From an optimization exercise on the open Yosys and OpenROAD flow, aimed at small area; shortcuts taken in it are not production practice. No functional check of the RTL was part of this run. No activity file was given, so power comes from the tool's default toggle rates.

===== design/flow/flow/polar.py =====
#!/usr/bin/env python3
"""Re-choose the polarity of the full adders in a mapped sky130 netlist.

A full adder is self-dual: FA(~a, ~b, ~c) = (~sum, ~cout). Yosys's extract_fa
often picks the polarity that needs an inverter on an input and on an output of
every bit of a subtraction. This pass removes the netlist's inverters (except
those driving ports), picks for each fa_1 whether to use it flipped so that as
few nets as possible need their complement, and then adds one inverter per net
whose complement is still needed. Registers and all other cells are untouched.

usage: polar.py IN.v OUT.v
"""
import re
import sys

OUT_PINS = {"X", "Y", "Q", "Q_N", "SUM", "COUT", "HI", "LO"}
INV_RE = re.compile(r"^sky130_fd_sc_hd__inv_\d+$")
FA_RE = re.compile(r"^sky130_fd_sc_hd__fa_\d+$")


def main(src, dst):
    text = open(src).read()
    m = re.search(r"\bmodule\s+(\S+)\s*\((.*?)\);", text, re.S)
    mod_start = m.end()
    mod_end = text.rindex("endmodule")
    body = text[mod_start:mod_end]
    outputs = set()
    for d in re.finditer(r"^\s*output\s+(\[\d+:\d+\]\s*)?(\S+)\s*;", body, re.M):
        rng, name = d.group(1), d.group(2)
        if rng:
            hi, lo = map(int, re.findall(r"\d+", rng))
            for i in range(min(hi, lo), max(hi, lo) + 1):
                outputs.add(f"{name}[{i}]")
        else:
            outputs.add(name)
    if re.search(r"^\s*assign\b", body, re.M):
        sys.exit("assign statements are not handled")

    # cells: (type, name, {pin: net}, span in body)
    cells = []
    cell_re = re.compile(r"^\s*(sky130_fd_sc_hd__\w+)\s+(\S+)\s*\((.*?)\);\s*$", re.M | re.S)
    pin_re = re.compile(r"\.(\w+)\(\s*(.*?)\s*\)\s*(?:,|$)", re.S)
    for c in cell_re.finditer(body):
        pins = {}
        for p in pin_re.finditer(c.group(3)):
            net = p.group(2).strip()
            if net.startswith("\\"):
                net = net + " "  # escaped identifiers end with a space
            pins[p.group(1)] = net
        cells.append([c.group(1), c.group(2), pins, c.span()])

    driver = {}
    for i, (t, n, pins, _) in enumerate(cells):
        for p, net in pins.items():
            if p in OUT_PINS:
                driver[net] = (i, p)

    def is_removable_inv(i):
        t, n, pins, _ = cells[i]
        return INV_RE.match(t) and pins["Y"] not in outputs and pins["Y"].strip() not in outputs

    lit_cache = {}

    def lit(net):
        if net in lit_cache:
            return lit_cache[net]
        d = driver.get(net)
        if d is not None and is_removable_inv(d[0]):
            b, q = lit(cells[d[0]][2]["A"])
            r = (b, q ^ 1)
        else:
            r = (net, 0)
        lit_cache[net] = r
        return r

    fa_ids = [i for i, c in enumerate(cells) if FA_RE.match(c[0])]
    flip = {i: 0 for i in fa_ids}
    # loads: list of (cell index, pin, base, pol)
    loads = []
    for i, (t, n, pins, _) in enumerate(cells):
        if is_removable_inv(i):
            continue
        for p, net in pins.items():
            if p in OUT_PINS:
                continue
            if re.match(r"^\d+'[bh]", net.strip()):
                continue
            b, q = lit(net)
            loads.append((i, p, b, q))
    port_loads = []
    for o in outputs:
        for key in (o, ):
            if key in driver:
                b, q = lit(key)
                port_loads.append((b, q))

    # phi: physical polarity of a base net
    def phi(b):
        d = driver.get(b)
        if d is not None and d[0] in flip:
            return flip[d[0]]
        return 0

    from collections import defaultdict
    req = defaultdict(lambda: [0, 0])
    loads_of_cell = defaultdict(list)
    for k, (i, p, b, q) in enumerate(loads):
        qq = q ^ (flip[i] if i in flip else 0)
        req[b][qq] += 1
        loads_of_cell[i].append(k)
    for b, q in port_loads:
        req[b][q] += 1

    def net_cost(b):
        return 1 if req[b][phi(b) ^ 1] > 0 else 0

    def total():
        return sum(net_cost(b) for b in list(req.keys()))

    def affected(group):
        nets = set()
        for i in group:
            for k in loads_of_cell[i]:
                nets.add(loads[k][2])
            for p in ("SUM", "COUT"):
                nets.add(cells[i][2][p])
        return nets

    def toggle(group):
        for i in group:
            for k in loads_of_cell[i]:
                _, _, b, q = loads[k]
                req[b][q ^ flip[i]] -= 1
                req[b][q ^ flip[i] ^ 1] += 1
            flip[i] ^= 1

    def try_group(group):
        nets = affected(group)
        before = sum(net_cost(b) for b in nets)
        toggle(group)
        after = sum(net_cost(b) for b in nets)
        if after < before:
            return before - after
        toggle(group)
        return 0

    # carry chains: COUT -> CIN between adders
    parent = {i: i for i in fa_ids}

    def find(i):
        while parent[i] != i:
            parent[i] = parent[parent[i]]
            i = parent[i]
        return i

    for i in fa_ids:
        co = cells[i][2]["COUT"]
        for j in fa_ids:
            pass
    cin_of = defaultdict(list)
    for j in fa_ids:
        cin_of[cells[j][2]["CIN"]].append(j)
    for i in fa_ids:
        for j in cin_of.get(cells[i][2]["COUT"], []):
            parent[find(i)] = find(j)
    chains = defaultdict(list)
    for i in fa_ids:
        chains[find(i)].append(i)

    start = total()
    improved = True
    rounds = 0
    while improved and rounds < 50:
        improved = False
        rounds += 1
        for g in chains.values():
            if try_group(g):
                improved = True
        for i in fa_ids:
            if try_group([i]):
                improved = True
    end = total()
    n_inv_before = sum(1 for i in range(len(cells)) if is_removable_inv(i))
    sys.stderr.write(f"polar: {len(fa_ids)} adders, {sum(flip.values())} flipped; "
                     f"removable inverters {n_inv_before} -> {end} (model start {start})\n")

    # Half adders that need the complement on an input are rebuilt from
    # plain gates, which take either polarity: ~a ^ ~b = a ^ b and
    # ~a & ~b = nor(a, b); ~a ^ b = xnor(a, b) and ~a & b = nor2b(a, b).
    HA_RE = re.compile(r"^sky130_fd_sc_hd__ha_\d+$")
    split_ha = {}
    changed = True
    while changed:
        changed = False
        for i, c in enumerate(cells):
            if not HA_RE.match(c[0]) or i in split_ha:
                continue
            ks = [k for k in loads_of_cell[i]]
            need = {}
            for k in ks:
                _, p, b, q = loads[k]
                need[p] = (b, q, q ^ phi(b))
            if set(need) != {"A", "B"}:
                continue
            inv = [p for p in ("A", "B") if need[p][2]]
            if not inv:
                continue
            if len(inv) == 1:
                b, q, _ = need[inv[0]]
                if req[b][q] != 1:
                    continue
            for k in ks:
                _, p, b, q = loads[k]
                req[b][q] -= 1
                req[b][q ^ 1] += 0
            split_ha[i] = {p: (need[p][0], need[p][2]) for p in ("A", "B")}
            loads_of_cell[i] = []
            changed = True
    end2 = total()
    sys.stderr.write(f"polar: {len(split_ha)} half adders rebuilt from gates; inverters -> {end2}\n")

    # emit
    fresh = [0]
    new_wires = []

    def new_net():
        fresh[0] += 1
        name = f"_polar{fresh[0]}_"
        new_wires.append(name)
        return name

    phys = {}  # (base, q) -> net name carrying base^q
    new_cells = []

    def net_for(b, q):
        key = (b, q)
        if key in phys:
            return phys[key]
        f = phi(b)
        if f == 0:
            if q == 0:
                phys[key] = b
            else:
                n = new_net()
                new_cells.append((b, n))
                phys[key] = n
        else:
            pn = net_for_flipped_driver(b)
            if q == 1:
                phys[key] = pn
            else:
                new_cells.append((pn, b))
                phys[key] = b
        return phys[key]

    flipped_out = {}

    def net_for_flipped_driver(b):
        if b not in flipped_out:
            flipped_out[b] = new_net()
        return flipped_out[b]

    # rewire loads
    for (i, p, b, q) in loads:
        if i in split_ha:
            continue
        qq = q ^ (flip[i] if i in flip else 0)
        cells[i][2][p] = net_for(b, qq)
    gate_cells = []
    for i, pins_need in split_ha.items():
        (ba, ia), (bb, ib) = pins_need["A"], pins_need["B"]
        wa = net_for(ba, phi(ba))
        wb = net_for(bb, phi(bb))
        s_net = cells[i][2]["SUM"]
        c_net = cells[i][2]["COUT"]
        if ia and ib:
            gate_cells.append(("sky130_fd_sc_hd__xor2_1", {"A": wa, "B": wb, "X": s_net}))
            gate_cells.append(("sky130_fd_sc_hd__nor2_1", {"A": wa, "B": wb, "Y": c_net}))
        else:
            if ib:
                wa, wb = wb, wa
            # the pin on wa needs the complement
            gate_cells.append(("sky130_fd_sc_hd__xnor2_1", {"A": wa, "B": wb, "Y": s_net}))
            gate_cells.append(("sky130_fd_sc_hd__nor2b_1", {"A": wa, "B_N": wb, "Y": c_net}))
    # ports needing the true value of a flipped base net
    for b, q in port_loads:
        net_for(b, q)
    # flipped adder outputs
    for i in fa_ids:
        if flip[i]:
            for p in ("SUM", "COUT"):
                b = cells[i][2][p]
                cells[i][2][p] = net_for_flipped_driver(b)

    out = []
    pos = 0
    for i, (t, n, pins, (s, e)) in enumerate(cells):
        out.append(body[pos:s])
        pos = e
        if is_removable_inv(i) or i in split_ha:
            continue
        conns = ",\n".join(f"    .{p}({net})" for p, net in pins.items())
        out.append(f"\n  {t} {n} (\n{conns}\n  );")
    out.append(body[pos:])
    extra = "".join(f"  wire {w};\n" for w in new_wires)
    for k, (a, y) in enumerate(new_cells):
        extra += f"  sky130_fd_sc_hd__inv_1 _polarinv{k}_ (\n    .A({a}),\n    .Y({y})\n  );\n"
    for k, (t, pins) in enumerate(gate_cells):
        conns = ",\n".join(f"    .{p}({net})" for p, net in pins.items())
        extra += f"  {t} _polarg{k}_ (\n{conns}\n  );\n"
    newbody = "".join(out)
    result = text[:mod_start] + "\n" + extra + newbody + text[mod_end:]
    open(dst, "w").write(result)
    sys.stderr.write(f"polar: wrote {len(new_cells)} inverters\n")


if __name__ == "__main__":
    main(sys.argv[1], sys.argv[2])

===== design/flow/design.v =====
`timescale 1ns / 1ps
module vga_640x480(
	input  wire       clk,
	input  wire       clr,
	output wire       hsync,
	output wire       vsync,
	output reg  [9:0] x,
	output reg  [9:0] y,
	output wire       xjump,
	output wire       vidon
);
	function [15:0] radd(input [15:0] a, input [15:0] b, input cin);
		integer i;
		reg c;
		begin
			c = cin;
			for (i = 0; i < 16; i = i + 1) begin
				radd[i] = a[i] ^ b[i] ^ c;
				c = (a[i] & b[i]) | (c & (a[i] ^ b[i]));
			end
		end
	endfunction
	function ltc(input [15:0] a, input [15:0] k);
		integer i;
		reg r;
		begin
			r = 1'b0;
			for (i = 0; i < 16; i = i + 1)
				r = k[i] ? (~a[i] | r) : (~a[i] & r);
			ltc = r;
		end
	endfunction
	reg vsenable;
	wire xend = (x == 10'd654);
	assign xjump = xend | (&x);
	wire [15:0] xinc = radd({6'd0, x}, 16'd0, 1'b1);
	wire [15:0] yinc = radd({6'd0, y}, 16'd0, 1'b1);
	always @(posedge clk) begin
		if (clr) begin
			x <= 10'd879;
			vsenable <= 1'b0;
		end else begin
			x <= xend ? 10'd879 : xinc[9:0];
			vsenable <= xend;
		end
	end
	always @(posedge clk) begin
		if (clr)
			y <= 10'd992;
		else if (vsenable)
			y <= (y == 10'd488) ? 10'd992 : yinc[9:0];
	end
	assign hsync = ~(!ltc(x, 655) && ltc(x, 975));
	assign vsync = ~(y[9:1] == 9'd496);
	assign vidon = ltc(x, 639) && ltc(y, 479);
endmodule
`timescale 1ns / 1ps
module vga_initials(
	input  wire        clk,
	input  wire        rst,
	input  wire        tick,
	input  wire        vidon,
	input  wire        xjump,
	input  wire [9:0]  x,
	input  wire [9:0]  y,
	input  wire [10:0] nax, nbx, ncx,    
	input  wire [8:0]  at, bt, ct,
	input  wire [9:0]  bird,
	input  wire [7:0]  back_data,
	input  wire [7:0]  bird_data1,
	input  wire [7:0]  bird_data2,
	input  wire [7:0]  bird_data3,
	input  wire [7:0]  downtube_data1,
	input  wire [7:0]  downtube_data2,
	input  wire [7:0]  downtube_data3,
	input  wire [7:0]  uptube_data1,
	input  wire [7:0]  uptube_data2,
	input  wire [7:0]  uptube_data3,
	input  wire [7:0]  strip_data,
	input  wire [7:0]  num_data1,
	input  wire [7:0]  num_data2,
	input  wire [7:0]  num_data3,
	input  wire [3:0]  score1,
	input  wire [3:0]  score2,
	input  wire [3:0]  score3,
	input  wire [1:0]  state,
	input  wire [7:0]  startback_data,
	input  wire [7:0]  retback_data,
	output wire [10:0] startback_add,
	output wire [10:0] retback_add,
	output wire [10:0] num_add1,
	output wire [10:0] num_add2,
	output wire [10:0] num_add3,
	output wire [8:0]  strip_add,
	output wire [12:0] downtube_add1,
	output wire [12:0] downtube_add2,
	output wire [12:0] downtube_add3,
	output wire [12:0] uptube_add1,
	output wire [12:0] uptube_add2,
	output wire [12:0] uptube_add3,
	output wire [14:0] back_add,
	output wire [9:0]  bird_add,
	output reg  [2:0]  red,
	output reg  [2:0]  green,
	output reg  [1:0]  blue
);
	function [15:0] radd(input [15:0] a, input [15:0] b, input cin);
		integer i;
		reg c;
		begin
			c = cin;
			for (i = 0; i < 16; i = i + 1) begin
				radd[i] = a[i] ^ b[i] ^ c;
				c = (a[i] & b[i]) | (c & (a[i] ^ b[i]));
			end
		end
	endfunction
	function ltc(input [15:0] a, input [15:0] k);
		integer i;
		reg r;
		begin
			r = 1'b0;
			for (i = 0; i < 16; i = i + 1)
				r = k[i] ? (~a[i] | r) : (~a[i] & r);
			ltc = r;
		end
	endfunction
	reg [3:0] cnt;
	reg [3:0] m;
	function [3:0] mnext(input [3:0] mm, input j, input t);
		case ({mm, j, t})
			6'd0: mnext = 4'd1;
			6'd1: mnext = 4'd2;
			6'd2: mnext = 4'd9;
			6'd3: mnext = 4'd10;
			6'd4: mnext = 4'd2;
			6'd5: mnext = 4'd3;
			6'd6: mnext = 4'd10;
			6'd7: mnext = 4'd11;
			6'd8: mnext = 4'd3;
			6'd9: mnext = 4'd4;
			6'd10: mnext = 4'd11;
			6'd11: mnext = 4'd0;
			6'd12: mnext = 4'd4;
			6'd13: mnext = 4'd5;
			6'd14: mnext = 4'd0;
			6'd15: mnext = 4'd1;
			6'd16: mnext = 4'd5;
			6'd17: mnext = 4'd6;
			6'd18: mnext = 4'd1;
			6'd19: mnext = 4'd2;
			6'd20: mnext = 4'd6;
			6'd21: mnext = 4'd7;
			6'd22: mnext = 4'd2;
			6'd23: mnext = 4'd3;
			6'd24: mnext = 4'd7;
			6'd25: mnext = 4'd8;
			6'd26: mnext = 4'd3;
			6'd27: mnext = 4'd4;
			6'd28: mnext = 4'd8;
			6'd29: mnext = 4'd9;
			6'd30: mnext = 4'd4;
			6'd31: mnext = 4'd5;
			6'd32: mnext = 4'd9;
			6'd33: mnext = 4'd10;
			6'd34: mnext = 4'd5;
			6'd35: mnext = 4'd6;
			6'd36: mnext = 4'd10;
			6'd37: mnext = 4'd11;
			6'd38: mnext = 4'd6;
			6'd39: mnext = 4'd7;
			6'd40: mnext = 4'd11;
			6'd41: mnext = 4'd0;
			6'd42: mnext = 4'd7;
			6'd43: mnext = 4'd8;
			6'd44: mnext = 4'd0;
			6'd45: mnext = 4'd1;
			6'd46: mnext = 4'd8;
			6'd47: mnext = 4'd9;
			6'd48: mnext = 4'd1;
			6'd49: mnext = 4'd2;
			6'd50: mnext = 4'd9;
			6'd51: mnext = 4'd10;
			6'd52: mnext = 4'd2;
			6'd53: mnext = 4'd3;
			6'd54: mnext = 4'd10;
			6'd55: mnext = 4'd11;
			6'd56: mnext = 4'd3;
			6'd57: mnext = 4'd4;
			6'd58: mnext = 4'd11;
			6'd59: mnext = 4'd12;
			6'd60: mnext = 4'd4;
			6'd61: mnext = 4'd5;
			6'd62: mnext = 4'd12;
			6'd63: mnext = 4'd13;
			default: mnext = 4'd0;
		endcase
	endfunction
	always @(posedge clk) begin
		if (rst) begin
			cnt <= 4'd0;
			m <= 4'd3;
		end else begin
			if (tick)
				cnt <= {cnt[3] ^ (&cnt[2:0]), cnt[2] ^ (&cnt[1:0]), cnt[1] ^ cnt[0], ~cnt[0]};
			m <= mnext(m, xjump, tick);
		end
	end
	wire [15:0] y5 = radd({8'd0, y[9:2]}, {6'd0, y[9:2], 2'b0}, 1'b0);
	wire [15:0] bk = radd(y5, {13'd0, x[9:7]}, 1'b0);
	assign back_add = {bk[9:0], x[6:2]};
	wire [15:0] yb = radd({6'd0, y}, ~{6'd0, bird}, 1'b1);
	wire [15:0] ba1 = radd({6'd0, x}, {yb[14:0], 1'b0}, 1'b0);
	wire [15:0] ba2 = radd(ba1, {yb[10:0], 5'b0}, 1'b0);
	wire [15:0] ba3 = radd(ba2, 16'd632, 1'b0);
	assign bird_add = ba3[9:0];
	wire [15:0] sa = radd({5'd0, nax}, {6'd0, x}, 1'b0);
	wire [15:0] sb = radd({5'd0, nbx}, {6'd0, x}, 1'b0);
	wire [15:0] sc = radd({5'd0, ncx}, {6'd0, x}, 1'b0);
	wire [11:0] da = {sa[11], ~sa[10:0]};
	wire [11:0] db = {sb[11], ~sb[10:0]};
	wire [11:0] dc = {sc[11], ~sc[10:0]};
	wire [15:0] ea = radd({7'd0, at}, ~{6'd0, y}, 1'b1);
	wire [15:0] eb = radd({7'd0, bt}, ~{6'd0, y}, 1'b1);
	wire [15:0] ec = radd({7'd0, ct}, ~{6'd0, y}, 1'b1);
	function [25:0] tubeadd(input [11:0] d, input [15:0] e);
		reg [15:0] p, q, q3, t, pt, up, dn;
		begin
			p = {{6{d[11]}}, d[11:2]};
			q = {{7{e[10]}}, e[10:2]};
			q3 = radd(q, {q[14:0], 1'b0}, 1'b0);
			t = radd({q3[12:0], 3'b0}, q, 1'b0);
			dn = radd(p, t, 1'b0);
			pt = radd(p, ~t, 1'b1);
			up = radd(pt, (e[1:0] != 2'b00) ? -16'd650 : -16'd625, 1'b0);
			tubeadd = {dn[12:0], up[12:0]};
		end
	endfunction
	assign {downtube_add1, uptube_add1} = tubeadd(da, ea);
	assign {downtube_add2, uptube_add2} = tubeadd(db, eb);
	assign {downtube_add3, uptube_add3} = tubeadd(dc, ec);
	wire [15:0] nb1 = radd({7'd0, x[9:1]}, {6'd0, y[9:1], 1'b0}, 1'b0);
	wire [15:0] nb2 = radd(nb1, {5'd0, y[4:1], 7'd0}, 1'b0);
	function [10:0] nconst1(input [3:0] s, input x0, input y0);
		case ({s, x0, y0})
			6'd0: nconst1 = 11'd1228;
			6'd1: nconst1 = 11'd1358;
			6'd2: nconst1 = 11'd1229;
			6'd3: nconst1 = 11'd1359;
			6'd4: nconst1 = 11'd1241;
			6'd5: nconst1 = 11'd1371;
			6'd6: nconst1 = 11'd1242;
			6'd7: nconst1 = 11'd1372;
			6'd8: nconst1 = 11'd1254;
			6'd9: nconst1 = 11'd1384;
			6'd10: nconst1 = 11'd1255;
			6'd11: nconst1 = 11'd1385;
			6'd12: nconst1 = 11'd1267;
			6'd13: nconst1 = 11'd1397;
			6'd14: nconst1 = 11'd1268;
			6'd15: nconst1 = 11'd1398;
			6'd16: nconst1 = 11'd1280;
			6'd17: nconst1 = 11'd1410;
			6'd18: nconst1 = 11'd1281;
			6'd19: nconst1 = 11'd1411;
			6'd20: nconst1 = 11'd1293;
			6'd21: nconst1 = 11'd1423;
			6'd22: nconst1 = 11'd1294;
			6'd23: nconst1 = 11'd1424;
			6'd24: nconst1 = 11'd1306;
			6'd25: nconst1 = 11'd1436;
			6'd26: nconst1 = 11'd1307;
			6'd27: nconst1 = 11'd1437;
			6'd28: nconst1 = 11'd1319;
			6'd29: nconst1 = 11'd1449;
			6'd30: nconst1 = 11'd1320;
			6'd31: nconst1 = 11'd1450;
			6'd32: nconst1 = 11'd1332;
			6'd33: nconst1 = 11'd1462;
			6'd34: nconst1 = 11'd1333;
			6'd35: nconst1 = 11'd1463;
			6'd36: nconst1 = 11'd1345;
			6'd37: nconst1 = 11'd1475;
			6'd38: nconst1 = 11'd1346;
			6'd39: nconst1 = 11'd1476;
			6'd40: nconst1 = 11'd1358;
			6'd41: nconst1 = 11'd1488;
			6'd42: nconst1 = 11'd1359;
			6'd43: nconst1 = 11'd1489;
			6'd44: nconst1 = 11'd1371;
			6'd45: nconst1 = 11'd1501;
			6'd46: nconst1 = 11'd1372;
			6'd47: nconst1 = 11'd1502;
			6'd48: nconst1 = 11'd1384;
			6'd49: nconst1 = 11'd1514;
			6'd50: nconst1 = 11'd1385;
			6'd51: nconst1 = 11'd1515;
			6'd52: nconst1 = 11'd1397;
			6'd53: nconst1 = 11'd1527;
			6'd54: nconst1 = 11'd1398;
			6'd55: nconst1 = 11'd1528;
			6'd56: nconst1 = 11'd1410;
			6'd57: nconst1 = 11'd1540;
			6'd58: nconst1 = 11'd1411;
			6'd59: nconst1 = 11'd1541;
			6'd60: nconst1 = 11'd1423;
			6'd61: nconst1 = 11'd1553;
			6'd62: nconst1 = 11'd1424;
			6'd63: nconst1 = 11'd1554;
			default: nconst1 = 11'd0;
		endcase
	endfunction
	function [10:0] nconst2(input [3:0] s, input x0, input y0);
		case ({s, x0, y0})
			6'd0: nconst2 = 11'd1215;
			6'd1: nconst2 = 11'd1345;
			6'd2: nconst2 = 11'd1216;
			6'd3: nconst2 = 11'd1346;
			6'd4: nconst2 = 11'd1228;
			6'd5: nconst2 = 11'd1358;
			6'd6: nconst2 = 11'd1229;
			6'd7: nconst2 = 11'd1359;
			6'd8: nconst2 = 11'd1241;
			6'd9: nconst2 = 11'd1371;
			6'd10: nconst2 = 11'd1242;
			6'd11: nconst2 = 11'd1372;
			6'd12: nconst2 = 11'd1254;
			6'd13: nconst2 = 11'd1384;
			6'd14: nconst2 = 11'd1255;
			6'd15: nconst2 = 11'd1385;
			6'd16: nconst2 = 11'd1267;
			6'd17: nconst2 = 11'd1397;
			6'd18: nconst2 = 11'd1268;
			6'd19: nconst2 = 11'd1398;
			6'd20: nconst2 = 11'd1280;
			6'd21: nconst2 = 11'd1410;
			6'd22: nconst2 = 11'd1281;
			6'd23: nconst2 = 11'd1411;
			6'd24: nconst2 = 11'd1293;
			6'd25: nconst2 = 11'd1423;
			6'd26: nconst2 = 11'd1294;
			6'd27: nconst2 = 11'd1424;
			6'd28: nconst2 = 11'd1306;
			6'd29: nconst2 = 11'd1436;
			6'd30: nconst2 = 11'd1307;
			6'd31: nconst2 = 11'd1437;
			6'd32: nconst2 = 11'd1319;
			6'd33: nconst2 = 11'd1449;
			6'd34: nconst2 = 11'd1320;
			6'd35: nconst2 = 11'd1450;
			6'd36: nconst2 = 11'd1332;
			6'd37: nconst2 = 11'd1462;
			6'd38: nconst2 = 11'd1333;
			6'd39: nconst2 = 11'd1463;
			6'd40: nconst2 = 11'd1345;
			6'd41: nconst2 = 11'd1475;
			6'd42: nconst2 = 11'd1346;
			6'd43: nconst2 = 11'd1476;
			6'd44: nconst2 = 11'd1358;
			6'd45: nconst2 = 11'd1488;
			6'd46: nconst2 = 11'd1359;
			6'd47: nconst2 = 11'd1489;
			6'd48: nconst2 = 11'd1371;
			6'd49: nconst2 = 11'd1501;
			6'd50: nconst2 = 11'd1372;
			6'd51: nconst2 = 11'd1502;
			6'd52: nconst2 = 11'd1384;
			6'd53: nconst2 = 11'd1514;
			6'd54: nconst2 = 11'd1385;
			6'd55: nconst2 = 11'd1515;
			6'd56: nconst2 = 11'd1397;
			6'd57: nconst2 = 11'd1527;
			6'd58: nconst2 = 11'd1398;
			6'd59: nconst2 = 11'd1528;
			6'd60: nconst2 = 11'd1410;
			6'd61: nconst2 = 11'd1540;
			6'd62: nconst2 = 11'd1411;
			6'd63: nconst2 = 11'd1541;
			default: nconst2 = 11'd0;
		endcase
	endfunction
	function [10:0] nconst3(input [3:0] s, input x0, input y0);
		case ({s, x0, y0})
			6'd0: nconst3 = 11'd1202;
			6'd1: nconst3 = 11'd1332;
			6'd2: nconst3 = 11'd1203;
			6'd3: nconst3 = 11'd1333;
			6'd4: nconst3 = 11'd1215;
			6'd5: nconst3 = 11'd1345;
			6'd6: nconst3 = 11'd1216;
			6'd7: nconst3 = 11'd1346;
			6'd8: nconst3 = 11'd1228;
			6'd9: nconst3 = 11'd1358;
			6'd10: nconst3 = 11'd1229;
			6'd11: nconst3 = 11'd1359;
			6'd12: nconst3 = 11'd1241;
			6'd13: nconst3 = 11'd1371;
			6'd14: nconst3 = 11'd1242;
			6'd15: nconst3 = 11'd1372;
			6'd16: nconst3 = 11'd1254;
			6'd17: nconst3 = 11'd1384;
			6'd18: nconst3 = 11'd1255;
			6'd19: nconst3 = 11'd1385;
			6'd20: nconst3 = 11'd1267;
			6'd21: nconst3 = 11'd1397;
			6'd22: nconst3 = 11'd1268;
			6'd23: nconst3 = 11'd1398;
			6'd24: nconst3 = 11'd1280;
			6'd25: nconst3 = 11'd1410;
			6'd26: nconst3 = 11'd1281;
			6'd27: nconst3 = 11'd1411;
			6'd28: nconst3 = 11'd1293;
			6'd29: nconst3 = 11'd1423;
			6'd30: nconst3 = 11'd1294;
			6'd31: nconst3 = 11'd1424;
			6'd32: nconst3 = 11'd1306;
			6'd33: nconst3 = 11'd1436;
			6'd34: nconst3 = 11'd1307;
			6'd35: nconst3 = 11'd1437;
			6'd36: nconst3 = 11'd1319;
			6'd37: nconst3 = 11'd1449;
			6'd38: nconst3 = 11'd1320;
			6'd39: nconst3 = 11'd1450;
			6'd40: nconst3 = 11'd1332;
			6'd41: nconst3 = 11'd1462;
			6'd42: nconst3 = 11'd1333;
			6'd43: nconst3 = 11'd1463;
			6'd44: nconst3 = 11'd1345;
			6'd45: nconst3 = 11'd1475;
			6'd46: nconst3 = 11'd1346;
			6'd47: nconst3 = 11'd1476;
			6'd48: nconst3 = 11'd1358;
			6'd49: nconst3 = 11'd1488;
			6'd50: nconst3 = 11'd1359;
			6'd51: nconst3 = 11'd1489;
			6'd52: nconst3 = 11'd1371;
			6'd53: nconst3 = 11'd1501;
			6'd54: nconst3 = 11'd1372;
			6'd55: nconst3 = 11'd1502;
			6'd56: nconst3 = 11'd1384;
			6'd57: nconst3 = 11'd1514;
			6'd58: nconst3 = 11'd1385;
			6'd59: nconst3 = 11'd1515;
			6'd60: nconst3 = 11'd1397;
			6'd61: nconst3 = 11'd1527;
			6'd62: nconst3 = 11'd1398;
			6'd63: nconst3 = 11'd1528;
			default: nconst3 = 11'd0;
		endcase
	endfunction
	wire [15:0] na1 = radd(nb2, {5'd0, nconst1(score1, x[0], y[0])}, 1'b0);
	wire [15:0] na2 = radd(nb2, {5'd0, nconst2(score2, x[0], y[0])}, 1'b0);
	wire [15:0] na3 = radd(nb2, {5'd0, nconst3(score3, x[0], y[0])}, 1'b0);
	assign num_add1 = na1[10:0];
	assign num_add2 = na2[10:0];
	assign num_add3 = na3[10:0];
	wire [15:0] y3 = radd({6'd0, y}, {5'd0, y, 1'b0}, 1'b0);
	reg [6:0] s55;    
	always @(*) begin
		case (m[3:2])
			2'd0: s55 = 7'd55;
			2'd1: s55 = 7'd56;
			2'd2: s55 = 7'd57;
			default: s55 = 7'd58;
		endcase
	end
	wire [15:0] st = radd(y3, {9'd0, s55}, 1'b0);
	assign strip_add = {st[6:0], m[1:0]};
	wire [15:0] r1 = radd(y3, {8'd0, y[3:0], 4'd0}, 1'b0);       
	wire [15:0] r2 = radd(r1, {9'd0, x[9:3]}, 1'b0);
	wire [15:0] r3 = radd(r2, 16'd18, 1'b0);
	assign retback_add = {r3[7:0], x[2:0]};
	wire [15:0] s1 = radd(r3, {8'd0, y[7:0]}, 1'b0);
	wire [15:0] s2 = radd(s1, 16'd16, 1'b0);
	assign startback_add = {s2[7:0], x[2:0]};
	wire in_bird = !ltc(x, 151) && ltc(x, 184) &&
	               (yb[10] || yb[9:0] == 10'd0) && (!yb[10] || !ltc(yb[9:0], 1001));
	wire nrow = !ltc(y, 41) && ltc(y, 71);
	wire n1 = (num_data1 != 8'hFF) && !ltc(x, 275) && ltc(x, 301) && nrow && (score1 != 4'd0);
	wire n2 = (num_data2 != 8'hFF) && !ltc(x, 301) && ltc(x, 327) && nrow && ((score2 != 4'd0) || (score1 != 4'd0));
	wire n3 = (num_data3 != 8'hFF) && !ltc(x, 327) && ltc(x, 353) && nrow;
	wire capt = !ltc(x, 241) && !ltc(y, 240) && ltc(y, 251);
	wire in_a = !da[11] && ltc(da[10:0], 100);
	wire in_b = !db[11] && ltc(db[10:0], 100);
	wire in_c = !dc[11] && ltc(dc[10:0], 100);
	wire dn_a = !ea[10], up_a = ea[10] && ltc(ea[10:0], 1949);
	wire dn_b = !eb[10], up_b = eb[10] && ltc(eb[10:0], 1949);
	wire dn_c = !ec[10], up_c = ec[10] && ltc(ec[10:0], 1949);
	wire nf_b1 = ~&bird_data1, nf_b2 = ~&bird_data2, nf_b3 = ~&bird_data3;
	wire nf_d1 = ~&downtube_data1, nf_d2 = ~&downtube_data2, nf_d3 = ~&downtube_data3;
	wire nf_u1 = ~&uptube_data1, nf_u2 = ~&uptube_data2, nf_u3 = ~&uptube_data3;
	wire nf_sb = ~&startback_data, nf_rb = ~&retback_data;
	wire play = ~state[1];                      
	wire ystrip = !ltc(y, 451);
	wire sel_strip = vidon & ystrip;
	wire q1 = vidon & ~ystrip;
	wire sel_sb = q1 & play & (state == 2'd0) & capt & ltc(x, 400) & nf_sb;
	wire q2 = q1 & play & ~sel_sb;
	wire birdz = q2 & in_bird;
	wire f1 = (cnt[3:2] == 2'b00) | (cnt[3:2] == 2'b11);
	wire f2 = (cnt[3:2] == 2'b01);
	wire f3 = (cnt[3:2] == 2'b10);
	wire sel_b1 = birdz & f1 & nf_b1;
	wire sel_b2 = birdz & f2 & nf_b2;
	wire sel_b3 = birdz & f3 & nf_b3;
	wire nr = (q2 & ~in_bird) | (q1 & ~play);
	wire sel_n1 = nr & n1;
	wire sel_n2 = nr & ~n1 & n2;
	wire sel_n3 = nr & ~n1 & ~n2 & n3;
	wire q4 = nr & ~n1 & ~n2 & ~n3;
	wire ta = q4 & play & in_a;
	wire tb = q4 & play & ~in_a & in_b;
	wire tc = q4 & play & ~in_a & ~in_b & in_c;
	wire sel_d1 = ta & dn_a & nf_d1;
	wire sel_u1 = ta & ~(dn_a & nf_d1) & up_a & nf_u1;
	wire sel_d2 = tb & dn_b & nf_d2;
	wire sel_u2 = tb & ~(dn_b & nf_d2) & up_b & nf_u2;
	wire sel_d3 = tc & dn_c & nf_d3;
	wire sel_u3 = tc & ~(dn_c & nf_d3) & up_c & nf_u3;
	wire sel_rb = q4 & ~play & capt & ltc(x, 392) & nf_rb;
	wire sel_back = vidon & ~(sel_strip | sel_sb | sel_b1 | sel_b2 | sel_b3 |
	                          sel_n1 | sel_n2 | sel_n3 | sel_d1 | sel_u1 |
	                          sel_d2 | sel_u2 | sel_d3 | sel_u3 | sel_rb);
	wire [7:0] pix = ({8{sel_strip}} & strip_data) | ({8{sel_sb}} & startback_data) |
	                 ({8{sel_b1}} & bird_data1) | ({8{sel_b2}} & bird_data2) |
	                 ({8{sel_b3}} & bird_data3) | ({8{sel_n1}} & num_data1) |
	                 ({8{sel_n2}} & num_data2) | ({8{sel_n3}} & num_data3) |
	                 ({8{sel_d1}} & downtube_data1) | ({8{sel_u1}} & uptube_data1) |
	                 ({8{sel_d2}} & downtube_data2) | ({8{sel_u2}} & uptube_data2) |
	                 ({8{sel_d3}} & downtube_data3) | ({8{sel_u3}} & uptube_data3) |
	                 ({8{sel_rb}} & retback_data) | ({8{sel_back}} & back_data);
	always @(*) {red, green, blue} = pix;
endmodule
`timescale 1ns / 1ps
module randomgenerator(
	input  wire       clk,
	input  wire       rst,
	input  wire       fly,
	output reg  [8:0] num
);
	function [15:0] radd(input [15:0] a, input [15:0] b, input cin);
		integer i;
		reg c;
		begin
			c = cin;
			for (i = 0; i < 16; i = i + 1) begin
				radd[i] = a[i] ^ b[i] ^ c;
				c = (a[i] & b[i]) | (c & (a[i] ^ b[i]));
			end
		end
	endfunction
	function ltc(input [15:0] a, input [15:0] k);
		integer i;
		reg r;
		begin
			r = 1'b0;
			for (i = 0; i < 16; i = i + 1)
				r = k[i] ? (~a[i] | r) : (~a[i] & r);
			ltc = r;
		end
	endfunction
	wire [15:0] dn = radd({7'd0, num}, -16'd24, 1'b0);
	wire [15:0] up = radd({7'd0, num}, 16'd325, 1'b0);
	wire [15:0] inc = radd({7'd0, num}, 16'd0, 1'b1);
	always @(posedge clk) begin
		if (rst)
			num <= 9'd0;
		else if (fly)
			num <= !ltc(num, 24) ? dn[8:0] : up[8:0];
		else
			num <= (num == 9'd348) ? 9'd0 : inc[8:0];
	end
endmodule
`timescale 1ns / 1ps
module objects(
	input  wire        clk,
	input  wire        rst,
	input  wire        clk10ms,
	input  wire [8:0]  num,
	input  wire        fly,
	input  wire        start,
	input  wire        ret,
	output reg  [10:0] nax, nbx, ncx,
	output reg  [8:0]  at, bt, ct,
	output reg  [9:0]  bird,
	output reg         plusone,
	output reg         clr,
	output reg  [1:0]  state
);
	function [15:0] radd(input [15:0] a, input [15:0] b, input cin);
		integer i;
		reg c;
		begin
			c = cin;
			for (i = 0; i < 16; i = i + 1) begin
				radd[i] = a[i] ^ b[i] ^ c;
				c = (a[i] & b[i]) | (c & (a[i] ^ b[i]));
			end
		end
	endfunction
	function ltc(input [15:0] a, input [15:0] k);
		integer i;
		reg r;
		begin
			r = 1'b0;
			for (i = 0; i < 16; i = i + 1)
				r = k[i] ? (~a[i] | r) : (~a[i] & r);
			ltc = r;
		end
	endfunction
	function hit(input [10:0] ntx, input [8:0] tt, input [9:0] b);
		reg [15:0] d;
		begin
			d = radd({6'd0, b}, ~{7'd0, tt}, 1'b1);
			hit = !ltc(ntx, 1765) && ltc(ntx, 1897) &&
			      (d[10] || ltc(d[9:0], 25) || !ltc(d[9:0], 100));
		end
	endfunction
	reg [12:0] speed;
	reg tf, sf, rf;
	reg af, bf;
	wire go1 = start & ~sf & (state == 2'd0);
	wire go0 = ret & ~rf & (state == 2'd2);
	wire init = rst | ((state == 2'd0) & ~go1);
	wire step = ~rst & (state == 2'd1) & clk10ms & ~tf;
	wire az = &nax, bz = &nbx, cz = &ncx;
	wire [15:0] ainc = radd({5'd0, nax}, 16'd0, step);
	wire [15:0] binc = radd({5'd0, nbx}, 16'd0, step);
	wire [15:0] cinc = radd({5'd0, ncx}, 16'd0, step);
	wire [15:0] sinc = radd({3'd0, speed}, 16'd0, step);
	wire [15:0] bnew = radd({6'd0, bird}, {6'd0, speed[12:3] & {10{step}}}, 1'b0);
	always @(posedge clk) begin
		if (init) begin
			speed <= 13'd0;
			nax <= ~11'd740; nbx <= ~11'd1010; ncx <= ~11'd1280;
			af <= 1'b0; bf <= 1'b0;
			at <= 9'd220; bt <= 9'd330; ct <= 9'd210;
			bird <= 10'd250;
			plusone <= 1'b0;
		end else begin
			speed <= (step & fly) ? -13'd15 : sinc[12:0];
			nax <= (step & az) ? (af ? ~11'd812 : ~11'd810) : ainc[10:0];
			nbx <= (step & bz) ? (bf ? ~11'd812 : ~11'd811) : binc[10:0];
			ncx <= (step & cz) ? ~11'd812 : cinc[10:0];
			if (step & az) begin af <= 1'b1; at <= num; end
			if (step & bz) begin bf <= 1'b1; bt <= num; end
			if (step & cz) ct <= num;
			bird <= bnew[9:0];
			if (step)
				plusone <= (nax == ~11'd201) || (nbx == ~11'd201) || (ncx == ~11'd201);
		end
	end
	always @(posedge clk) begin
		if (rst) begin
			state <= 2'd0;
			tf <= 1'b0; sf <= 1'b0; rf <= 1'b0;
			clr <= 1'b0;
		end else begin
			tf <= clk10ms; sf <= start; rf <= ret;
			if (go1)
				state <= 2'd1;
			else if (go0)
				state <= 2'd0;
			else if (state == 2'd0)
				clr <= 1'b1;
			else begin
				clr <= 1'b0;
				if (step && (hit(nax, at, bird) || hit(nbx, bt, bird) || hit(ncx, ct, bird) || !ltc(bird, 451)))
					state <= 2'd2;
			end
		end
	end
endmodule
`timescale 1ns / 1ps
module scorecnt(
	input  wire       clk,
	input  wire       rst,
	input  wire       plusone,
	input  wire       reset,
	output reg  [3:0] s0, s1, s2,
	output reg  [3:0] h0, h1, h2
);
	function ltu(input [11:0] a, input [11:0] b);
		integer i;
		reg r;
		begin
			r = 1'b0;
			for (i = 0; i < 12; i = i + 1)
				r = (~a[i] & b[i]) | (~(a[i] ^ b[i]) & r);
			ltu = r;
		end
	endfunction
	function [3:0] inc4(input [3:0] d);
		inc4 = {d[3] ^ (d[2] & d[1] & d[0]), d[2] ^ (d[1] & d[0]), d[1] ^ d[0], ~d[0]};
	endfunction
	reg fp;
	wire inc = plusone & ~fp;
	wire wrap = (s2 == 4'd10) && (s1 == 4'd2) && (s0 == 4'd3);
	wire c0 = (s0 == 4'd9);
	wire c1 = (s1 == 4'd9);
	always @(posedge clk) begin
		if (rst) begin
			fp <= 1'b0;
			{s2, s1, s0} <= 12'd0;
			{h2, h1, h0} <= 12'd0;
		end else begin
			fp <= plusone;
			if (reset || (inc && wrap))
				{s2, s1, s0} <= 12'd0;
			else begin
				if (inc) begin
					s0 <= c0 ? 4'd0 : inc4(s0);
					if (c0) begin
						s1 <= c1 ? 4'd0 : inc4(s1);
						if (c1)
							s2 <= inc4(s2);
					end
				end
			end
			if (!reset && ltu({h2, h1, h0}, {s2, s1, s0}))
				{h2, h1, h0} <= {s2, s1, s0};
		end
	end
endmodule
`timescale 1ns / 1ps
module flappy_core(
	input  wire        clk,
	input  wire        rst,
	input  wire        tick,
	input  wire        fly,
	input  wire        start,
	input  wire        ret,
	input  wire        rnd_btn,
	input  wire [7:0]  back_data,
	input  wire [7:0]  bird_data1,
	input  wire [7:0]  bird_data2,
	input  wire [7:0]  bird_data3,
	input  wire [7:0]  downtube_data1,
	input  wire [7:0]  downtube_data2,
	input  wire [7:0]  downtube_data3,
	input  wire [7:0]  uptube_data1,
	input  wire [7:0]  uptube_data2,
	input  wire [7:0]  uptube_data3,
	input  wire [7:0]  strip_data,
	input  wire [7:0]  num_data1,
	input  wire [7:0]  num_data2,
	input  wire [7:0]  num_data3,
	input  wire [7:0]  startback_data,
	input  wire [7:0]  retback_data,
	output wire        hsync,
	output wire        vsync,
	output wire [2:0]  red,
	output wire [2:0]  green,
	output wire [1:0]  blue,
	output wire [14:0] back_add,
	output wire [9:0]  bird_add,
	output wire [12:0] downtube_add1,
	output wire [12:0] downtube_add2,
	output wire [12:0] downtube_add3,
	output wire [12:0] uptube_add1,
	output wire [12:0] uptube_add2,
	output wire [12:0] uptube_add3,
	output wire [8:0]  strip_add,
	output wire [10:0] num_add1,
	output wire [10:0] num_add2,
	output wire [10:0] num_add3,
	output wire [10:0] startback_add,
	output wire [10:0] retback_add,
	output wire [1:0]  game_state,
	output wire [9:0]  bird_y,
	output wire [12:0] tube_x1,
	output wire [12:0] tube_x2,
	output wire [12:0] tube_x3,
	output wire [9:0]  tube_top1,
	output wire [9:0]  tube_top2,
	output wire [9:0]  tube_top3,
	output wire [3:0]  score_d0,
	output wire [3:0]  score_d1,
	output wire [3:0]  score_d2,
	output wire [3:0]  high_score_d0,
	output wire [3:0]  high_score_d1,
	output wire [3:0]  high_score_d2
);
	wire vidon, xjump;
	wire [9:0] x, y;
	wire [8:0] num;
	wire [10:0] nax, nbx, ncx;
	wire [8:0] at, bt, ct;
	wire [9:0] bird;
	wire [3:0] s0, s1, s2, h0, h1, h2;
	wire plusone;
	wire clr2;
	wire [1:0] state;
	vga_640x480 U2 (.clk(clk), .clr(rst), .hsync(hsync), .vsync(vsync), .x(x), .y(y), .xjump(xjump), .vidon(vidon));
	vga_initials U3 (.clk(clk), .rst(rst), .tick(tick), .vidon(vidon), .xjump(xjump), .x(x), .y(y),
		.nax(nax), .nbx(nbx), .ncx(ncx), .at(at), .bt(bt), .ct(ct), .bird(bird),
		.back_data(back_data), .back_add(back_add), .red(red), .green(green), .blue(blue),
		.bird_add(bird_add), .bird_data1(bird_data1), .bird_data2(bird_data2), .bird_data3(bird_data3),
		.downtube_add1(downtube_add1), .downtube_data1(downtube_data1),
		.uptube_data1(uptube_data1), .uptube_add1(uptube_add1),
		.downtube_add2(downtube_add2), .downtube_data2(downtube_data2),
		.uptube_data2(uptube_data2), .uptube_add2(uptube_add2),
		.downtube_add3(downtube_add3), .downtube_data3(downtube_data3),
		.uptube_data3(uptube_data3), .uptube_add3(uptube_add3),
		.strip_data(strip_data), .strip_add(strip_add),
		.num_add1(num_add1), .num_add2(num_add2), .num_add3(num_add3),
		.num_data1(num_data1), .num_data2(num_data2), .num_data3(num_data3),
		.score1(s2), .score2(s1), .score3(s0), .state(state),
		.startback_add(startback_add), .startback_data(startback_data),
		.retback_add(retback_add), .retback_data(retback_data));
	randomgenerator U4 (.clk(clk), .rst(rst), .fly(rnd_btn), .num(num));
	objects U5 (.clk(clk), .rst(rst), .clk10ms(tick), .num(num), .fly(fly), .nax(nax), .nbx(nbx), .ncx(ncx),
		.at(at), .bt(bt), .ct(ct), .bird(bird), .plusone(plusone),
		.start(start), .ret(ret), .clr(clr2), .state(state));
	scorecnt U20 (.clk(clk), .rst(rst), .plusone(plusone), .reset(clr2),
		.s0(s0), .s1(s1), .s2(s2), .h0(h0), .h1(h1), .h2(h2));
	assign game_state = state;
	assign bird_y     = bird;
	assign tube_x1    = {2'b0, ~nax};
	assign tube_x2    = {2'b0, ~nbx};
	assign tube_x3    = {2'b0, ~ncx};
	assign tube_top1  = {1'b0, at};
	assign tube_top2  = {1'b0, bt};
	assign tube_top3  = {1'b0, ct};
	assign score_d0   = s0;
	assign score_d1   = s1;
	assign score_d2   = s2;
	assign high_score_d0 = h0;
	assign high_score_d1 = h1;
	assign high_score_d2 = h2;
endmodule

===== design/flow/config.mk =====
export PLATFORM = sky130hd
export DESIGN_NAME = flappy_core
export DESIGN_NICKNAME = flappy_core
export VERILOG_FILES = /design/flow/design.v
export SDC_FILE = /design/flow/constraint.sdc
export NUM_CORES = 4
export LEC_CHECK = 0
export CAP_MARGIN = 20
export CORE_MARGIN = 2
export CORE_UTILIZATION = 60
export CTS_BUF_LIST = sky130_fd_sc_hd__clkbuf_8
export SLEW_MARGIN = 20

===== design/flow/flow/run.sh =====
#!/bin/bash
# The standard layout (standard.sh), with two changes:
#  - after synthesis, flow/polar.py re-chooses the polarity of the full adders
#    and rebuilds half adders with inverted inputs from plain gates, which
#    drops inverters; flow/eq.sh proves the new netlist equivalent to the
#    synthesized one (registers untouched), else the synthesized one is kept;
#  - the port buffers use the smallest buffer cell.
set -euo pipefail
export BUFFER_PORTS_ARGS="-buffer_cell sky130_fd_sc_hd__buf_1"
bash standard.sh synth > synth.log 2>&1
R=orfs/results/${FLOW_PLATFORM:-sky130hd}/flappy_core/base
cp "$R/1_2_yosys.v" polar_in.v
if python3 flow/polar.py polar_in.v polar_out.v > polar.log 2>&1 &&
   bash flow/eq.sh polar_in.v polar_out.v; then
  echo "polar: netlist replaced" >> polar.log
  cp polar_out.v "$R/1_2_yosys.v"
  rm -f "$R/1_synth.odb" "$R/1_synth.sdc"
else
  echo "polar: kept the synthesized netlist" >> polar.log
fi
bash standard.sh > standard_flow.log 2>&1

===== design/flow/constraint.sdc =====
create_clock -name core_clock -period 14.0 [get_ports {clk}]
set_input_delay 2.8000 -clock core_clock [delete_from_list [all_inputs] [get_ports {clk}]]
set_output_delay 2.8000 -clock core_clock [all_outputs]
set_load 0.01 [all_outputs]

===== design/flow/flow/eq.sh =====
#!/bin/bash
# eq.sh GOLD.v GATE.v: prove that two mapped netlists of the top module are
# equivalent (same registers, matched by name). Exits non-zero unless proven.
set -uo pipefail
TOP=${FLOW_TOP:-flappy_core}
LIB=$FLOW_HOME/platforms/${FLOW_PLATFORM:-sky130hd}/lib/sky130_fd_sc_hd__tt_025C_1v80.lib
YOSYS=$(command -v yosys || echo "$FLOW_HOME/../tools/install/yosys/bin/yosys")
"$YOSYS" -p "read_liberty -ignore_miss_func $LIB; read_verilog $1; rename $TOP gold; read_verilog $2; rename $TOP gate; setattr -mod -unset top gold gate; flatten gold gate; opt_clean; rename -hide gold/w:_* gate/w:_*; equiv_make gold gate eq; hierarchy -top eq; equiv_simple; equiv_induct; equiv_status -assert" > eq.log 2>&1

===== design/flow/standard.sh =====
#!/bin/bash
# synth_recipe.tcl (not shown) runs the flow's synth.tcl, then flattens the netlist and writes it again
# the make line also repeats each setting of config.mk as NAME=value (left out here)
make -C /OpenROAD-flow-scripts/flow DESIGN_CONFIG=/design/flow/config.mk WORK_HOME=/design/flow/orfs CLKGATE_MAP_FILE= SYNTH_SCRIPT=/design/flow/synth_recipe.tcl "${@:-finish}"

==> run summary <==
## per-layer routing
layer  global-route usage  part of all wire
met5                    0           0.00022
met4                0.146             0.042
met3               0.0786             0.096
met2                0.601              0.47
met1                0.461              0.39
## registers in the layout (all words and copies together), names as in the netlist, 2 cells and up
register / flops
U20.h0: 4
U20.s1: 4
U5.ncx: 11
U20.h2: 4
U5.nax: 11
U5.state: 2
U5.speed: 13
U3.cnt: 4
U5.at: 9
U3.m: 4
U20.s2: 4
U2.x: 10
U5.bird: 10
U4.num: 9
U5.ct: 9
U20.s0: 4
U20.h1: 4
U5.bt: 9
U5.nbx: 11
U2.y: 10
## worst paths after layout
| check | slack [ps] | cells after the start | end | startpoint |
|---|---|---|---|---|
| max | 2320 | 22 | uptube_add1[12] | U2.y[1] |
| min reg2reg | 480 | 1 | U20.fp | U5.plusone |
| max reg2reg | 8670 | 18 | U5.state[1] | U5.bird[0] |
| min | 480 | 1 | U20.fp | U5.plusone |
## worst max-delay path, stage by stage, from the launching register on
cell     delay (ps)
dfxtp_1         560
inv_1           330
fa_1            490
fa_1            450
fa_1            410
fa_1            400
fa_1            390
fa_1            390
fa_1            390
fa_1            480
inv_1           100
fa_1            400
fa_1            430
fa_1            420
fa_1            570
inv_1            80
fa_1            440
fa_1            420
fa_1            540
ha_1            170
xor2_1          200
xnor2_1         140
buf_1           160
## layout make-up
| cell class | instances | area share |
|---|---|---|
| multi-input cells | 1501 | 0.676 |
| repair buffers | 427 | 0.0792 |
| clock buffers | 18 | 0.0117 |
| inverters | 326 | 0.0577 |
| well taps | 402 | 0.0237 |
| flip-flops and latches | 155 | 0.146 |
| clock inverters | 14 | 0.00590 |
## stage by stage
step | area, um2 | power [mW] | hold WS (ps)
3_5_place_dp | 20800 | 1.44 | 466
3_3_place_gp | 20800 | 1.43 | 452
5_1_grt | 21200 | 1.91 | 502
6_report | 21200 | 1.78 | 475
4_1_cts | 21200 | 1.78 | 487
2_1_floorplan | 19100 | 1.14 | 440
## power by group through the flow
stage	registers [mW]	logic (mW)	clock network [mW]
final	0.496	0.938	0.342
after global routing	0.499	1.05	0.361
after CTS	0.495	0.943	0.343
after detailed placement	0.506	0.938	0
after global placement	0.505	0.920	0
after floorplan	0.496	0.640	0
==> summary.txt <==
Max clock buf depth - 2
Die ar. - 0.0332 mm2
I/O pins - 417
gr usage total - 0.361
crit path max fanout - 8
die width - 182 um
startpoint types - register
Starting Density - 0.607
Via Count - 16600
vias in the first global route - 16300
Switching Share - 0.458
Worst EP required - 11200 ps
Mapped Area - 0.0191 mm2
Routed Antenna Nets - 0
crit share post-route - 0.834
Slew Limit Fails - 0
Hold Buf Count CTS - 0
fin util - 0.676
diode count - 0
synth warn - 5
most common cell after layout, fill and taps aside - buf_1
port bufs - 407
Setup Buffers After CTS - 0
min-delay worst type - reg2reg
Final min period - 11680 ps
clk sinks - 155
Area Growth Syn to Fin - 11.2%
Avg Cell Area, Syn - 9.23 um2
final non-filler cell total - 2843
post-cts sizing count - 0
maxcap violations - 0
Placed Instances - 2811
total leakage power - 9.20 nW
Flop pwr share - 0.279
WL final - 59.4 mm
Clock Tree Root - clkbuf_8
initial DRC count - 1285
gate count after technology mapping - 2067
DR WL/cell - 20.9 um
Psw - 0.813 mW
final worst setup slack - 2320 ps
Final #Nets - 3014
unrepaired setup endpoints after global routing - no
Comb pwr share - 0.528
layout cells sized above 1 - 0.0328
Vias per Instance - 5.85
Register Area - 0.00310 mm2
initial antenna violation count - 2
worst skew pair latency - 510 ps
Critical Path AT - 8880 ps
chip height - 182 um
CTS tree - built
DP HPWL - 48.5 mm
first-pass GRT wire length - 90.8 mm
Clk network pwr share - 0.193
critical path endpoint category - primary output
Worst slew margin - 0.161
# setup viols final - 0
final-layout fill cell count - 2645
most frequent cells in the layout - 406 x buf_1, 325 x inv_1, 286 x fa_1
largest net degree at the start of global routing - 61
Placer Congestion - 0.969
Setup WS pre-CTS - 2840 ps
combined area of the multi-input logic cells - 0.0143 mm2
row count - 65
fmax - 85.6 MHz
status - complete, no violations
Clock transition at path regs - 100 ps
CTS buffer count - 17
Fin. Hold Viols - 0
P_int - 0.964 mW
DR pass1 iterations - 6
Setup TNS Final - 0 ps
Cell Pwr Density - 83.8 mW/mm2
VDD IR-drop max - 0.0720 mV
DRC - 0
Placeable Area - 0.0314 mm2
CTS H-Tree Depth - 4
Worst-Margin Slew - 1240 ps
Setup CP Type - reg2out
Setup Skew - 18.5 ps
total grt overflow - 0

what the ideal ports hide:
No port has a modelled driver above. Below, the same layout with a new extraction and two added sets of constraints.
Step 1 (the two cells are an assumption about what drives the block):
set clk [get_ports {clk}]
set_driving_cell -lib_cell sky130_fd_sc_hd__clkbuf_16 $clk
set_driving_cell -lib_cell sky130_fd_sc_hd__buf_2 [delete_from_list [all_inputs] $clk]
Step 2, shift: input delay + t, output delay - t, t = (earliest + latest rising clock arrival at the registers) / 2. This alone moves slack from input paths to output paths.
a / b / c = no drivers / after step 1 / after step 2; a / b = the first two.
t, ns: 0.547
setup WS [ns]: 2.319 / 2.269 / 2.816
worst slew at a driven data input, ns: 0.07
pins driven straight from the clock port: 1
After both steps setup and hold are still met in this run. For this run, drivers alone change the setup slack by -0.050 ns; drivers and shift together by +0.497 ns.
